Source: an optimization exercise on an open RTL-to-GDS flow (aim: small area, a short achievable clock period and few clock cycles per item). Production flows keep margins and buffers that such runs may drop. Only simulation tests tie the RTL to the original design; equivalence was not proved.

// svm_axi_wrapper
module svm_axi_wrapper #(
    parameter WIDTH     = 16,
    parameter N_FEATURES = 4,
    parameter N_SV      = 31,
    parameter C_S_AXIS_TDATA_WIDTH = 32,
    parameter C_M_AXIS_TDATA_WIDTH = 32
)(
    input  wire axi_clk,
    input  wire axi_reset_n,
    input  wire [C_S_AXIS_TDATA_WIDTH-1:0] s_axis_tdata,
    input  wire                            s_axis_tvalid,
    output wire                            s_axis_tready,
    input  wire                            s_axis_tlast,
    output wire [C_M_AXIS_TDATA_WIDTH-1:0] m_axis_tdata,
    output reg                             m_axis_tvalid,
    input  wire                            m_axis_tready,
    output reg                             m_axis_tlast
);
    wire rst = ~axi_reset_n;
    reg        in_hdr;       
    reg  [1:0] wp;           
    reg  [4:0] svi;          
    reg        tl_acc;       
    reg        s_rdy;
    assign s_axis_tready = s_rdy;
    wire hs = s_axis_tvalid & s_rdy;
  ...
Size: roughly 6300 cells after synthesis, about 72 I/O pins, roughly 51000 sq um of cells after synthesis.
export LEC_CHECK = 0
export ABC_AREA = 1
export CAP_MARGIN = 20
export CORE_MARGIN = 2
export CORE_UTILIZATION = 40
export SETUP_SLACK_MARGIN = 5.0
export SLEW_MARGIN = 20
create_clock -name core_clock -period 12.0 [get_ports {axi_clk}]
standard.sh (not shown) runs the stock make flow with config.mk's settings and CLKGATE_MAP_FILE= SYNTH_SCRIPT=/design/flow/synth_recipe.tcl, a recipe that flattens the netlist after the stock synthesis.
==> flow/flow/run.sh <==
#!/bin/bash
# Standard layout (the standard.sh, standard synthesis unchanged) with a
# larger setup-slack target for ORFS's timing repair. make's full output goes
# to flow_make.log in the work folder.
set -euo pipefail
bash standard.sh SETUP_SLACK_MARGIN=6 finish > flow_make.log 2>&1
The first run ran to the end with no violations.
Testbench counts at the start, summed over its fixed seeds: cycles 24,920, samples 256.
==> next run, changes <==
--- a/flow/flow/run.sh
+++ b/flow/flow/run.sh
@@ -6 +6 @@
-bash standard.sh SETUP_SLACK_MARGIN=6 finish > flow_make.log 2>&1
+bash standard.sh SETUP_SLACK_MARGIN=6.5 finish > flow_make.log 2>&1
Outcome: The new run completed with no timing, DRC or antenna violations. Cell count rose by 2.2%. Final area rose by 5.8%. Hold slack gains 43 ps. Core utilization rose by 2.6 points. First-iteration DRC count rose by 8.0%. Clock skew fell by 22 ps. Worst setup slack gains 220 ps. Wire length rose by 3.9%.
==> next run, changes <==
--- a/flow/flow/run.sh
+++ b/flow/flow/run.sh
@@ -6 +6 @@
-bash standard.sh SETUP_SLACK_MARGIN=6.5 finish > flow_make.log 2>&1
+bash standard.sh SETUP_SLACK_MARGIN=5.5 finish > flow_make.log 2>&1
The new run passed the timing, DRC and antenna checks.
Maximum frequency came out lower by 9.9%.
Non-clock buffer count came out lower by 250.
Final cell count came out lower by 2.9%.
Routed wire length came out lower by 3.4%.
Setup slack got worse by 610 ps.
Design area came out lower by 7.1%.

* * *

svm_axi_wrapper, a different RTL version from the one above (not shown whole).
Size: ~6500 cells after synthesis, about 530 flip-flops, roughly 72 I/O pins, about 54000 µm² of cells after synthesis.
// svm_axi_wrapper
module svm_axi_wrapper #(
    parameter WIDTH     = 16,
    parameter N_FEATURES = 4,
    parameter N_SV      = 31,
    parameter C_S_AXIS_TDATA_WIDTH = 32,
    parameter C_M_AXIS_TDATA_WIDTH = 32
)(
    input  wire axi_clk,
    input  wire axi_reset_n,
    input  wire [C_S_AXIS_TDATA_WIDTH-1:0] s_axis_tdata,
    input  wire                            s_axis_tvalid,
    output wire                            s_axis_tready,
    input  wire                            s_axis_tlast,
    output wire [C_M_AXIS_TDATA_WIDTH-1:0] m_axis_tdata,
    output reg                             m_axis_tvalid,
    input  wire                            m_axis_tready,
    output reg                             m_axis_tlast
);
clock: 12.0 ns
lec_check: 0
abc_area: 1
cap_margin: 20
core_margin: 2
core_utilization: 40
slew_margin: 20
run.sh (not shown) runs the stock make flow with config.mk's settings and CLKGATE_MAP_FILE= SYNTH_SCRIPT=/design/flow/synth_recipe.tcl, a recipe that flattens the netlist after the stock synthesis.
Stock flow here: none of the scripts above is used.
The starting point finished clean.
Testbench counts at the start, summed over its fixed seeds: cycles 24,912, samples 256.
Next try:
- SETUP_SLACK_MARGIN: default -> 3.0
Die area stays the same.
Design area went up slightly.
Area after synthesis does not change.
Wire length grows slightly.
First-iteration DRC count drops by a few percent.
Global-route usage is about the same.

* * *

Setup of v53:
svm_axi_wrapper with an RTL version that a note above also has.
For scale: ~6,300 cells after synthesis, about 550 flip-flops, roughly 51,000 µm² of cells after synthesis.
// svm_axi_wrapper
module svm_axi_wrapper #(
    parameter WIDTH     = 16,
    parameter N_FEATURES = 4,
    parameter N_SV      = 31,
    parameter C_S_AXIS_TDATA_WIDTH = 32,
    parameter C_M_AXIS_TDATA_WIDTH = 32
)(
    input  wire axi_clk,
    input  wire axi_reset_n,
    input  wire [C_S_AXIS_TDATA_WIDTH-1:0] s_axis_tdata,
    input  wire                            s_axis_tvalid,
    output wire                            s_axis_tready,
    input  wire                            s_axis_tlast,
    output wire [C_M_AXIS_TDATA_WIDTH-1:0] m_axis_tdata,
    output reg                             m_axis_tvalid,
    input  wire                            m_axis_tready,
    output reg                             m_axis_tlast
);
==> flow/config.mk <==
export PLATFORM = sky130hd
export DESIGN_NAME = svm_axi_wrapper
export DESIGN_NICKNAME = svm_axi_wrapper
export VERILOG_FILES = /design/flow/design.v
export SDC_FILE = /design/flow/constraint.sdc
export NUM_CORES = 4
export LEC_CHECK = 0
export ABC_AREA = 1
export CAP_MARGIN = 20
export CORE_MARGIN = 2
export CORE_UTILIZATION = 40
export SETUP_SLACK_MARGIN = 5.0
export SLEW_MARGIN = 20
==> flow/constraint.sdc <==
create_clock -name core_clock -period 12.0 [get_ports {axi_clk}]
set_input_delay 2.4000 -clock core_clock [delete_from_list [all_inputs] [get_ports {axi_clk}]]
set_output_delay 2.4000 -clock core_clock [all_outputs]
set_load 0.01 [all_outputs]
standard.sh (not shown) runs the stock make flow with config.mk's settings and CLKGATE_MAP_FILE= SYNTH_SCRIPT=/design/flow/synth_recipe.tcl, a recipe that flattens the netlist after the stock synthesis.
==> flow/flow/run.sh <==
#!/bin/bash
# Standard layout (the standard.sh, standard synthesis unchanged) with a
# larger setup-slack target for ORFS's timing repair. make's full output goes
# to flow_make.log in the work folder.
set -euo pipefail
bash standard.sh SETUP_SLACK_MARGIN=7 finish > flow_make.log 2>&1
v53: PASS, flow complete, no timing, DRC or antenna violations
Testbench counts of v53, summed over its fixed seeds: cycles 24,920, samples 256.
> inputs changed (v53 -> v42)
==> flow/run.sh (new file) <==
#!/bin/bash
# synth_recipe.tcl (not shown) runs the flow's synth.tcl, then flattens the netlist and writes it again
# the make line also repeats each setting of config.mk as NAME=value (left out here)
make -C /OpenROAD-flow-scripts/flow DESIGN_CONFIG=/design/flow/config.mk WORK_HOME=/design/flow/orfs CLKGATE_MAP_FILE= SYNTH_SCRIPT=/design/flow/synth_recipe.tcl finish
removed: flow/flow/run.sh
removed: flow/standard.sh
==> run notes <==
v42 can be clocked slower than v53. v53 → v42: number of nets in the layout shrank by 6.1%.
[inputs] v20 vs v42
==> flow/flow/run.sh (new file) <==
#!/bin/bash
# Standard layout (the standard.sh, standard synthesis unchanged) with a
# larger setup-slack target for ORFS's timing repair. make's full output goes
# to flow_make.log in the work folder.
set -euo pipefail
bash standard.sh SETUP_SLACK_MARGIN=6 finish > flow_make.log 2>&1
==> flow/standard.sh (new file) <==
#!/bin/bash
# synth_recipe.tcl (not shown) runs the flow's synth.tcl, then flattens the netlist and writes it again
# the make line also repeats each setting of config.mk as NAME=value (left out here)
make -C /OpenROAD-flow-scripts/flow DESIGN_CONFIG=/design/flow/config.mk WORK_HOME=/design/flow/orfs CLKGATE_MAP_FILE= SYNTH_SCRIPT=/design/flow/synth_recipe.tcl "${@:-finish}"
--- a/flow/config.mk
+++ b/flow/config.mk
@@ -6,5 +6,4 @@
 export NUM_CORES = 4
 export LEC_CHECK = 0
-export ABC_AREA = 1
 export CAP_MARGIN = 20
 export CORE_MARGIN = 2
removed: flow/run.sh
--- outcome ---
Commonest non-fill, non-tap cell in the layout: nand2_1 -> v42, inv_1 -> v20
In v20 relative to v42, via count of the routed design had gone down by a few percent.
Measured against each other, v42 and v20 differ in layout overhead on the synthesized area, the higher figure coming from v20.
In v20, the proportion of cell area occupied by registers came out 1.6 points below the value in v42.
For v4, these inputs were changed with respect to v20:
--- a/flow/config.mk
+++ b/flow/config.mk
@@ -6,7 +6,9 @@
 export NUM_CORES = 4
 export LEC_CHECK = 0
+export ABC_AREA = 1
 export CAP_MARGIN = 20
 export CORE_MARGIN = 2
 export CORE_UTILIZATION = 40
+export PLACE_DENSITY = 0.7
 export SETUP_SLACK_MARGIN = 5.0
 export SLEW_MARGIN = 20
Notes after the runs:
Final RePlAce weighted congestion up about 8% in v4 wrt v20
In v4 relative to v20, cell area after synthesis had gone up slightly.
Relative area change from synthesis to final layout: v4 < v20
diff inputs: v4 => v26
--- a/flow/config.mk
+++ b/flow/config.mk
@@ -10,5 +10,6 @@
 export CORE_MARGIN = 2
 export CORE_UTILIZATION = 40
-export PLACE_DENSITY = 0.7
+export CTS_CLUSTER_DIAMETER = 100
+export CTS_CLUSTER_SIZE = 24
 export SETUP_SLACK_MARGIN = 5.0
 export SLEW_MARGIN = 20
Notes after the runs:
After detailed routing, v4 needs more wire than v26.
v26 vs. v4: first-pass iteration count of the detailed router -1, worst setup slack flat.
For routability congestion estimate from global placement, dividing the value from v26 by the value from v4 gives 0.940.

* * *

svm_axi_wrapper, a different RTL version from the one above (not shown whole).
Size in the first run: about 550 flip-flops, roughly 72 I/O pins.
Settings: LEC_CHECK=0, ABC_AREA=1, CAP_MARGIN=20, CORE_MARGIN=2, CORE_UTILIZATION=40, SETUP_SLACK_MARGIN=4.5, SLEW_MARGIN=20; clock period 12.0 ns.
run.sh (not shown) runs the stock make flow with config.mk's settings and CLKGATE_MAP_FILE= SYNTH_SCRIPT=/design/flow/synth_recipe.tcl, a recipe that flattens the netlist after the stock synthesis.
Stock flow here: none of the scripts above is used.
The first run passed the timing, DRC and antenna checks.
Testbench counts at the start, summed over its fixed seeds: cycles 24,920, samples 256.
Next try:
Settings changed: CORE_UTILIZATION 40 to 60, PLACE_DENSITY from default to 0.75, SETUP_SLACK_MARGIN 4.5 to 5.0.
After rerunning: Final cell count goes down by a few percent. Sequential cell count is unchanged. First-iteration DRC count goes up by about a fifth. Synthesized cell count does not change. Cell area goes down slightly. Worst hold slack improved by 0.015 ns. Via count goes up slightly.
Next try:
Settings changed: CORE_UTILIZATION 60 to 40, PLACE_DENSITY 0.75 to default.
Worst setup slack stays flat.
Die area rises by about 50%.
Register-to-register slack hardly moves.
Critical path depth went up by 1.
Cell area goes up by 2.0%.
Worst hold slack gains 0.019 ns.
Next try:
==> flow/flow/run.sh (new file) <==
#!/bin/bash
# Standard layout (the standard.sh, standard synthesis unchanged) with a
# larger setup-slack target for ORFS's timing repair. make's full output goes
# to flow_make.log in the work folder.
set -euo pipefail
bash standard.sh SETUP_SLACK_MARGIN=7 finish > flow_make.log 2>&1
==> flow/standard.sh (new file) <==
#!/bin/bash
# synth_recipe.tcl (not shown) runs the flow's synth.tcl, then flattens the netlist and writes it again
# the make line also repeats each setting of config.mk as NAME=value (left out here)
make -C /OpenROAD-flow-scripts/flow DESIGN_CONFIG=/design/flow/config.mk WORK_HOME=/design/flow/orfs CLKGATE_MAP_FILE= SYNTH_SCRIPT=/design/flow/synth_recipe.tcl "${@:-finish}"
removed: flow/run.sh
After rerunning:
- The changed run completed without violations
- non-clock buffer count is higher by 558
- area after synthesis does not change
- routed wire length rises by roughly a tenth
- worst hold slack degrades by 0.023 ns
- global-route usage climbs by 2.5 points
- worst setup slack is better by 0.41 ns
- die area is unchanged
- via count goes up by a little under a tenth
- fmax came out higher by a few percent
Next try:
==> flow/run.sh (new file) <==
#!/bin/bash
# synth_recipe.tcl (not shown) runs the flow's synth.tcl, then flattens the netlist and writes it again
# the make line also repeats each setting of config.mk as NAME=value (left out here)
make -C /OpenROAD-flow-scripts/flow DESIGN_CONFIG=/design/flow/config.mk WORK_HOME=/design/flow/orfs CLKGATE_MAP_FILE= SYNTH_SCRIPT=/design/flow/synth_recipe.tcl finish
Settings changed: SETUP_SLACK_MARGIN 5.0 to 4.0.
removed: flow/flow/run.sh
removed: flow/standard.sh
Effect: Final area shrinks by 18%; non-clock buffer count shrinks by 615; via count shrinks by 8.8%; clock-buffer cell count shrinks by 8; hold slack got worse by 0.0096 ns; area after synthesis stays the same; cell count shrinks by 7.1%; maximum frequency shrinks by 17%; setup slack got worse by 1.2 ns; synthesized cell count stays the same; critical path depth shrinks by 15.

-- what the ideal ports hide --
The results above use ideal ports. As a check the final layouts listed here were re-extracted and re-timed, cells and wires unchanged.
Step 1 sets driving cells, clkbuf_16 on the clock port and buf_2 on the other inputs (assumed; they add their load-dependent delay and slew).
Step 2 adds t to the input delays and takes it off the output delays; t is the mean of the earliest and latest rising clock arrival at the registers after step 1. Input paths then give back, and output paths get back, about the clock's delay inside the block.
Slacks: no drivers / after step 1 / after step 2; pairs: no drivers / after step 1.
| run | shift t [ns] | setup WS [ns] | worst register clock-pin slew, ns | worst slew at a driven data input, ns | cell pins on the clock port's net |
|---|---|---|---|---|---|
| the first run of note 1 | 0.735 | 6.219 / 6.219 / 5.807 | 0.08 / 0.08 | 0.20 | 1 |
| the second run of note 1 | 0.747 | 6.436 / 6.436 / 5.945 | 0.07 / 0.07 | 0.17 | 1 |
| the third run of note 1 | 0.732 | 5.826 / 5.826 / 5.802 | 0.07 / 0.07 | 0.19 | 1 |
| the first run of note 2 | 0.720 | 1.990 / 1.990 / 1.990 | 0.06 / 0.06 | 0.14 | 1 |
| the second run of note 2 | 0.720 | 3.591 / 3.591 / 3.591 | 0.06 / 0.06 | 0.15 | 1 |
| v53 | 0.703 | 6.417 / 6.417 / 6.417 | 0.07 / 0.07 | 0.21 | 1 |
| v42 | 0.735 | 5.339 / 5.339 / 5.339 | 0.07 / 0.07 | 0.28 | 1 |
| v20 | 0.724 | 5.957 / 5.957 / 5.593 | 0.07 / 0.07 | 0.15 | 1 |
| v4 | 0.740 | 6.215 / 6.215 / 5.882 | 0.07 / 0.07 | 0.21 | 1 |
| v26 | 0.691 | 6.216 / 6.216 / 5.809 | 0.10 / 0.10 | 0.19 | 1 |
| the first run of note 4 | 0.725 | 4.846 / 4.846 / 4.846 | 0.07 / 0.07 | 0.11 | 1 |
| the second run of note 4 | 0.700 | 5.328 / 5.328 / 5.328 | 0.08 / 0.08 | 0.08 | 1 |
| the third run of note 4 | 0.726 | 5.329 / 5.329 / 5.329 | 0.08 / 0.08 | 0.11 | 1 |
| the fourth run of note 4 | 0.724 | 5.741 / 5.741 / 5.741 | 0.08 / 0.08 | 0.11 | 1 |
| the fifth run of note 4 | 0.725 | 4.498 / 4.498 / 4.498 | 0.07 / 0.07 | 0.11 | 1 |
After both steps setup and hold are still met in every run listed. The setup slack of the second run of note 1, which loses most, moves by 0.000 ns with the drivers and by -0.491 ns with both steps.
